Background: an optimization exercise with open tools, aiming at small area. Do not read the settings as production practice. The RTL was checked by simulation tests, not by an equivalence proof against the original design.

run 1:
## atm_code
module atm_code(input clk, input rst, input BTN3, BTN2, BTN1, input [3:0] SW,
                output reg [7:0] LED, output reg [6:0] digit4, digit3, digit2, digit1);
Size: about 400 cells after synthesis, ~45 I/O pins, about 2600 um^2 of cells after synthesis.
Settings: LEC_CHECK=0, CAP_MARGIN=20, CORE_MARGIN=2, CORE_UTILIZATION=40, SLEW_MARGIN=20; clock period 5.0 ns.
standard.sh (not shown) runs the stock make flow with config.mk's settings and CLKGATE_MAP_FILE= SYNTH_SCRIPT=/design/flow/synth_recipe.tcl, a recipe that flattens the netlist after the stock synthesis.
==> flow/flow/run.sh <==
#!/bin/bash
# Own layout flow: the standard synthesis, then the combinational logic between the
# standard synthesis's registers is re-mapped by ABC for area (registers, their names and
# cell types are kept as they are). ABC runs with four seeds; of the netlists whose
# pre-layout worst slack is at least 0.6 ns, the smallest is kept (if none, the one with
# the best slack). Then the standard layout from floorplan on, with the port buffers
# made of the smallest buffer cell and a clock tree of few, small buffers.
set -euo pipefail
W=$(pwd)
R=$W/orfs/results/$FLOW_PLATFORM/atm_code/base
bash standard.sh synth > std_synth.log 2>&1
cp $R/1_2_yosys.v $W/synth_std.v
for S in 1 2 3 4; do
  printf 'strash\n&get -n\n&deepsyn -T 30 -S %s\n&put\ndch -f\namap\ntopo\n' $S > area_$S.abc
  ( ABC_SCRIPT=$W/area_$S.abc RESYN_OUT=resyn_$S.v yosys -c flow/resyn.tcl > resyn_$S.log 2>&1
    NL=resyn_$S.v openroad -no_init -exit flow/sta.tcl > sta_$S.log 2>&1 ) &
done
wait
for S in 1 2 3 4; do
  echo "$S $(grep 'Chip area' resyn_$S.log | tail -1 | awk '{print $NF}') $(grep WNS_NS sta_$S.log | awk '{print $2}')"
done > candidates.txt
best=$(awk '$3 >= 0.6' candidates.txt | sort -k2 -g | head -1 | awk '{print $1}')
if [[ -z "$best" ]]; then best=$(sort -k3 -gr candidates.txt | head -1 | awk '{print $1}'); fi
echo "kept seed $best" > resyn_choice.txt
cp resyn_$best.v resyn.v
openroad -no_init -exit flow/mkodb.tcl > mkodb.log 2>&1
bash standard.sh $(cat flow/make_args.txt) BUFFER_PORTS_ARGS="-buffer_cell sky130_fd_sc_hd__buf_1" \
  CTS_ARGS="$(cat flow/cts_args.txt)" finish > std_finish.log 2>&1
==> flow/flow/cts_args.txt <==
-buf_list sky130_fd_sc_hd__clkbuf_4 -sink_clustering_enable -dont_use_dummy_load
==> flow/flow/resyn.tcl <==
# Re-map the combinational logic of the standard synthesis netlist; registers stay.
set lib $::env(FLOW_HOME)/platforms/sky130hd/lib/sky130_fd_sc_hd__tt_025C_1v80.lib
set du {-dont_use *probe* -dont_use *lpflow* -dont_use *clkbuf* -dont_use *clkinv* -dont_use *dlygate* -dont_use *clkdly*}
yosys read_liberty -ignore_miss_func -ignore_miss_dir $lib
yosys read_verilog synth_std.v
yosys hierarchy -top $::env(FLOW_TOP)
yosys blackbox sky130_fd_sc_hd__df* sky130_fd_sc_hd__edf* sky130_fd_sc_hd__sdf* sky130_fd_sc_hd__dl*
yosys flatten
yosys rename -hide w:*.*
yosys opt -full
yosys read_liberty -lib -overwrite -ignore_miss_func -ignore_miss_dir $lib
yosys abc -liberty $lib {*}$du -script $::env(ABC_SCRIPT)
yosys setundef -zero
yosys splitnets
yosys rename -hide w:*.*
yosys opt_clean -purge
yosys hilomap -singleton -hicell sky130_fd_sc_hd__conb_1 HI -locell sky130_fd_sc_hd__conb_1 LO
yosys insbuf -buf sky130_fd_sc_hd__buf_4 A X
yosys check -assert -mapped
yosys stat -liberty $lib
yosys write_verilog -noattr -nohex -nodec $::env(RESYN_OUT)
Other scripts of this flow, unchanged in this note and not shown: flow/flow/make_args.txt, flow/flow/mkodb.tcl, flow/flow/sta.tcl
What run 2 does differently from run 1 at the input level:
==> flow/flow/run.sh <==
#!/bin/bash
# Own layout flow: the standard synthesis, then the combinational logic between the
# standard synthesis's registers is re-mapped by ABC for area (registers, their names and
# cell types are kept as they are). ABC runs with six seeds and two mappers; of the
# netlists whose pre-layout worst slack is at least 1.2 ns, the smallest is kept (if none,
# the one with the best slack). Then the standard layout from floorplan on, with the port buffers
# made of the smallest buffer cell and a clock tree of few, small buffers.
set -euo pipefail
W=$(pwd)
R=$W/orfs/results/$FLOW_PLATFORM/atm_code/base
bash standard.sh synth > std_synth.log 2>&1
cp $R/1_2_yosys.v $W/synth_std.v
# candidates: ABC seeds 1-6, each mapped with amap and with &nf; 4 at a time
cands=""
for S in 1 2 3 4 5 6; do
  printf 'strash\n&get -n\n&deepsyn -J 50 -T 120 -S %s\n&put\ndch -f\namap\ntopo\n' $S > area_a$S.abc
  printf 'strash\n&get -n\n&deepsyn -J 50 -T 120 -S %s\n&dch -f\n&nf -R 1000\n&put\ntopo\n' $S > area_n$S.abc
  cands="$cands a$S n$S"
done
run_cand() {
  ABC_SCRIPT=$W/area_$1.abc RESYN_OUT=resyn_$1.v yosys -c flow/resyn.tcl > resyn_$1.log 2>&1
  NL=resyn_$1.v openroad -no_init -exit flow/sta.tcl > sta_$1.log 2>&1
}
n=0
for C in $cands; do
  run_cand $C &
  n=$((n + 1))
  if (( n % ${NUM_CORES:-4} == 0 )); then wait; fi
done
wait
for C in $cands; do
  echo "$C $(grep 'Chip area' resyn_$C.log | tail -1 | awk '{print $NF}') $(grep WNS_NS sta_$C.log | awk '{print $2}')"
done > candidates.txt
best=$(awk 'NF == 3 && $3 >= 1.2' candidates.txt | sort -k2 -g | head -1 | awk '{print $1}')
if [[ -z "$best" ]]; then best=$(awk 'NF == 3' candidates.txt | sort -k3 -gr | head -1 | awk '{print $1}'); fi
echo "kept $best" > resyn_choice.txt
cp resyn_$best.v resyn.v
openroad -no_init -exit flow/mkodb.tcl > mkodb.log 2>&1
bash standard.sh $(cat flow/make_args.txt) BUFFER_PORTS_ARGS="-buffer_cell sky130_fd_sc_hd__buf_1" \
  CTS_ARGS="$(cat flow/cts_args.txt)" finish > std_finish.log 2>&1
==> flow/flow/cts_args.txt <==
-buf_list sky130_fd_sc_hd__clkbuf_4 -sink_clustering_enable -sink_clustering_max_diameter 20 -dont_use_dummy_load
--- outcome ---
- Capturing instance or port of the critical path: x[3] -> run 1, x[4] -> run 2
- Between run 1 and run 2, the flow reports height of the die increasing slightly.
- On pre-CTS setup slack, run 1 beats run 2.
- Run 2 ended up with a lower length of the first detailed-routing pass in iterations than run 1 did.
- Run 1 -> run 2: total number of sequential cells delta 0, exact match
- [run 2] synthesized net count rose 6 relative to run 1
- Run 1 reports its master of the slowest instance on the critical path as sky130_fd_sc_hd__dfrtp_1 while run 2 reports sky130_fd_sc_hd__dfxtp_1.
- Global-route wire length before repair (run 2 over run 1): decrease, about 1.3%
- Going from run 1 to run 2, cell area climbed about 1.4%, data arrival time at the worst-slack endpoint climbed 0.45 ns, clock network area share barely changed.
--- input diff run 2..run 3 ---
==> flow/flow/cts_args.txt <==
-buf_list {sky130_fd_sc_hd__clkbuf_4 sky130_fd_sc_hd__clkbuf_8} -sink_clustering_enable -dont_use_dummy_load
[summary]
Lower fraction of area in multi-input gates goes to run 3 over run 2.
~same fraction of area in non-clock buffers in run 3 and run 2
In terms of global-route wire length before repair, run 3 and run 2 differ only marginally.

## port drivers added, routing unchanged
No port has a modelled driver above. Below, the same layouts with a new extraction and two added sets of constraints. Step 1: set_driving_cell puts a clkbuf_16 on clk and a buf_2 on each other input, an assumption about the parent block. Step 2 moves the port delays by t, midway between the first and last clock arrival at a register: inputs arrive t later, outputs are due t later. That takes back most of the time a late clock gives input paths. Three values: no drivers, after step 1, after step 2; two values: the first two.
| run | t, ns | slack for setup (ns) | worst setup path after step 2 | slew at the worst register clock pin (ns) | pins driven straight from the clock port |
|---|---|---|---|---|---|
| run 1 | 0.344 | 1.211 / 1.211 / 1.211 | register to register | 0.12 / 0.12 | 1 |
| run 2 | 0.353 | 0.766 / 0.766 / 0.766 | register to register | 0.12 / 0.12 | 1 |
| run 3 | 0.311 | 0.756 / 0.756 / 0.756 | register to register | 0.08 / 0.08 | 1 |
After both steps setup and hold are still met in every run listed.
